This is an optimization exercise on Yosys and OpenROAD, whose aim is small area, a short achievable clock period and few clock cycles per item, not a production implementation.
RTL that was checked went through simulation tests only; none was proved equivalent to the original.

==> job 9041 <==
## PointMultiplier
module PointMultiplier(point, scalar, clk, start, result, done);
Settings: LEC_CHECK=0, CAP_MARGIN=20, CORE_MARGIN=2, CORE_UTILIZATION=40, SLEW_MARGIN=20; clock period 8.0 ns.
standard.sh (not shown) runs the stock make flow with config.mk's settings and CLKGATE_MAP_FILE= SYNTH_SCRIPT=/design/flow/synth_recipe.tcl, a recipe that flattens the netlist after the stock synthesis.
==> flow/flow/run.sh <==
#!/bin/bash
# Layout flow: the standard flow, except that the synthesis's final
# technology mapping (ABC) uses Yosys's default ABC script with a delay
# target instead of ORFS's abc_speed/abc_area script, and the half/full-adder
# extraction is off (this design is XOR logic, not arithmetic).
# Everything before ABC (and so every register, its name and cell) is
# the standard synthesis (synth_recipe.tcl); everything after synthesis
# is standard.sh.
set -euo pipefail
W=$(pwd)
export MY_ABC_D=$(cat "$W/flow/abc_d.txt" 2>/dev/null || echo 4000)
make -C "$FLOW_HOME" DESIGN_CONFIG="$W/config.mk" WORK_HOME="$W/orfs" CLKGATE_MAP_FILE= \
  SYNTH_SCRIPT="$W/flow/my_synth.tcl" ADDER_MAP_FILE= synth > "$W/synth.log" 2>&1
bash "$W/standard.sh" > "$W/layout.log" 2>&1
==> flow/flow/abc_d.txt <==
4000
==> flow/flow/my_synth.tcl <==
proc synth {args} { yosys synth -nofsm -noshare {*}$args }
# Same synthesis as synth_recipe.tcl, but the final technology mapping uses
# Yosys's default ABC script with the delay target from MY_ABC_D (ps).
proc abc {args} {
  set keep {}
  set i 0
  while {$i < [llength $args]} {
    set a [lindex $args $i]
    if {$a eq "-script" || $a eq "-D"} {
      incr i 2
      continue
    }
    lappend keep $a
    incr i
  }
  if {[info exists ::env(MY_ABC_SCRIPT)] && $::env(MY_ABC_SCRIPT) ne ""} {
    lappend keep -script $::env(MY_ABC_SCRIPT)
  }
  yosys abc {*}$keep -D [expr {[info exists ::env(MY_ABC_D)] ? $::env(MY_ABC_D) : 4000}]
}
source $::env(SCRIPTS_DIR)/synth.tcl
# left out here: clear keep_hierarchy, flatten, clean up, hide names made inside functions, write 1_2_yosys.v
==> inputs of job 4303, as changes to job 9041 <==
--- a/flow/config.mk
+++ b/flow/config.mk
@@ -8,4 +8,5 @@
 export CAP_MARGIN = 20
 export CORE_MARGIN = 2
-export CORE_UTILIZATION = 40
+export CORE_UTILIZATION = 65
+export SETUP_SLACK_MARGIN = 2.5
 export SLEW_MARGIN = 20
==> summary of the runs <==
Against job 4303, the register-to-register slack of job 9041 is worse by 0.58 ns.
Of job 4303 and job 9041, job 4303 has the higher sequential share of layout area (gap 0.25 points).
In flip-flop and latch count, job 4303 and job 9041 do not differ.
Between job 9041 and job 4303, the lower utilization is in job 9041 (gap 28 points).
In job 9041 the die area is higher than in job 4303, by 60%.
Synthesized area is the same in job 9041 and job 4303.
Of job 4303 and job 9041, job 4303 has the higher via count (gap about 5%, measured against job 9041).
No functional check of the RTL was part of any run of this note.

* * *

==> inputs of v37 <==
Another version of the RTL of PointMultiplier (not shown whole).
==> flow/design.v (excerpt) <==
module PointMultiplier(point, scalar, clk, start, result, done);
clock: 8.0 ns
lec_check: 0
cap_margin: 20
core_margin: 2
core_utilization: 65
setup_slack_margin: 3
slew_margin: 20
==> flow/flow/run.sh <==
#!/bin/bash
# Layout flow: the standard flow, except that the synthesis's final
# technology mapping (ABC) runs flow/abc.script (Yosys's default ABC script
# for a liberty library, with a relaxed delay target for area recovery)
# instead of ORFS's abc_speed/abc_area script, and the half/full-adder
# extraction is off (this design is XOR logic, not arithmetic).
# Everything before ABC (and so every register, its name and cell) is
# the standard synthesis (synth_recipe.tcl); everything after synthesis
# is standard.sh, with the port buffers that global placement inserts made
# of buf_1 cells (ORFS's BUFFER_PORTS_ARGS) instead of the resizer's pick,
# clkdlybuf4s50_1; repair_design and repair_timing still resize them.
# Logs: synth.log, layout.log.
set -euo pipefail
W=$(pwd)
export MY_ABC_D=$(cat "$W/flow/abc_d.txt" 2>/dev/null || echo 4000)
export MY_ABC_SCRIPT="$W/flow/abc.script"
make -C "$FLOW_HOME" DESIGN_CONFIG="$W/config.mk" WORK_HOME="$W/orfs" CLKGATE_MAP_FILE= \
  SYNTH_SCRIPT="$W/flow/my_synth.tcl" ADDER_MAP_FILE= synth > "$W/synth.log" 2>&1
export BUFFER_PORTS_ARGS="-buffer_cell sky130_fd_sc_hd__buf_1"
bash "$W/standard.sh" > "$W/layout.log" 2>&1
==> flow/flow/abc.script <==
strash; &get -n; &fraig -x; &put; dc2; strash; &get -n; &dch -f; &nf -R 20 {D}; &put; buffer; upsize {D}; dnsize {D}; stime -p
Scripts as last shown in full above: flow/flow/abc_d.txt, flow/flow/my_synth.tcl
==> v34: changes against v37 <==
==> flow/flow/abc.script (replaced) <==
strash; &get -n; &fraig -x; &put; dc2; strash; &get -n; &dch -f; &nf -R 20 {D}; &put
Settings changed: CORE_UTILIZATION 65 to 55.
==> v21: changes against v37 <==
==> flow/flow/run.sh (replaced) <==
#!/bin/bash
# Layout flow: the standard flow, except that the synthesis's final
# technology mapping (ABC) runs flow/abc.script (Yosys's default ABC script
# for a liberty library, with a relaxed delay target for area recovery)
# instead of ORFS's abc_speed/abc_area script, and the half/full-adder
# extraction is off (this design is XOR logic, not arithmetic).
# Everything before ABC (and so every register, its name and cell) is
# the standard synthesis (synth_recipe.tcl); everything after synthesis
# is standard.sh. Logs: synth.log, layout.log.
set -euo pipefail
W=$(pwd)
export MY_ABC_D=$(cat "$W/flow/abc_d.txt" 2>/dev/null || echo 4000)
export MY_ABC_SCRIPT="$W/flow/abc.script"
make -C "$FLOW_HOME" DESIGN_CONFIG="$W/config.mk" WORK_HOME="$W/orfs" CLKGATE_MAP_FILE= \
  SYNTH_SCRIPT="$W/flow/my_synth.tcl" ADDER_MAP_FILE= synth > "$W/synth.log" 2>&1
bash "$W/standard.sh" > "$W/layout.log" 2>&1
Settings changed: CORE_UTILIZATION 65 to 55, SETUP_SLACK_MARGIN 3 to 4.
==> results.txt <==
- Register-to-register slack, highest first: v21, v37, v34.
- In v37 the clock skew is lower than in v21, by 0.010 ns.
- Of v21 and v37, v21 has the higher final area (gap 34%, measured against v37).
- In v37 the fmax is smaller than in v21, by about 0.5%.
- Hold slack: v34 < v21 < v37.
- Against v34, the via count of v21 is larger by about 20%.
- In synthesized cell count, v21 and v37 do not differ.
==> figures <==
quantity                                                                              v34                      v21                      v37
Mapped Avg Cell Area                                                          7.166 sq um              7.254 sq um              7.254 sq um
Outcome                                                           complete, no violations  complete, no violations  complete, no violations
Fmax                                                                            206.0 MHz                212.0 MHz                210.9 MHz
Post-synth top area share                                                          20.68%                   16.36%                   16.36%
Most prevalent standard cell on the critical path                                 xnor2_1                        -                  nand2_1
Maximum fanout along the worst path                                                    23                        8                       23
Final-layout clock-cell area share                                                 1.589%                   1.237%                   1.440%
Average wire length per cell after detail routing                           19.72 microns            25.34 microns            20.31 microns
Top layer reached by signal wires                                                    met4                     met5                     met4
Routing usage on met3                                                              5.756%                   7.080%                   6.656%
Highest-delay cell along the critical path                                        xnor2_1                  dfxtp_4                  dfxtp_4
Number of cells traversed by the worst register-to-register path                       20                       21                       18
# placed instances                                                                    873                      893                      866
Worst min-delay path endpoint                                                      acc[1]                     done                   acc[1]
Stage delay of the slowest cell on the critical path                              0.59 ns                  0.49 ns                  0.50 ns
Testbench counts of v37, summed over its fixed seeds: cycles 3,246, items 384.
Testbench counts of v34, summed over its fixed seeds: cycles 3,246, items 384.
Testbench counts of v21, summed over its fixed seeds: cycles 3,246, items 384.

[separate check: timing with driven ports]
No port has a modelled driver above. Below, the same layouts with a new extraction and two added sets of constraints. Step 1 assumes that a clkbuf_16 drives the clock port and a buf_2 every other input. Step 2 also shifts input and output timing later by t, the mid clock arrival at the registers, as if the neighbouring blocks saw the same clock. Three values: no drivers, after step 1, after step 2; two values: the first two.
| run | shift t [ns] | setup slack, ns | worst setup path at the end | latest minus earliest clock arrival (ns) |
|---|---|---|---|---|
| job 9041 | 0.341 | 2.061 / 2.061 / 2.061 | register to register | 0.012 / 0.012 |
| job 4303 | 0.345 | 2.641 / 2.641 / 2.401 | input to register | 0.019 / 0.019 |
| v37 | 0.325 | 3.259 / 3.259 / 3.259 | register to register | 0.010 / 0.009 |
| v34 | 0.341 | 3.145 / 3.145 / 3.145 | register to register | 0.010 / 0.010 |
| v21 | 0.336 | 3.283 / 3.283 / 3.283 | register to register | 0.020 / 0.019 |
After both steps setup and hold are still met in every run listed. The setup slack of job 4303, which loses most, moves by 0.000 ns with the drivers and by -0.240 ns with both steps.
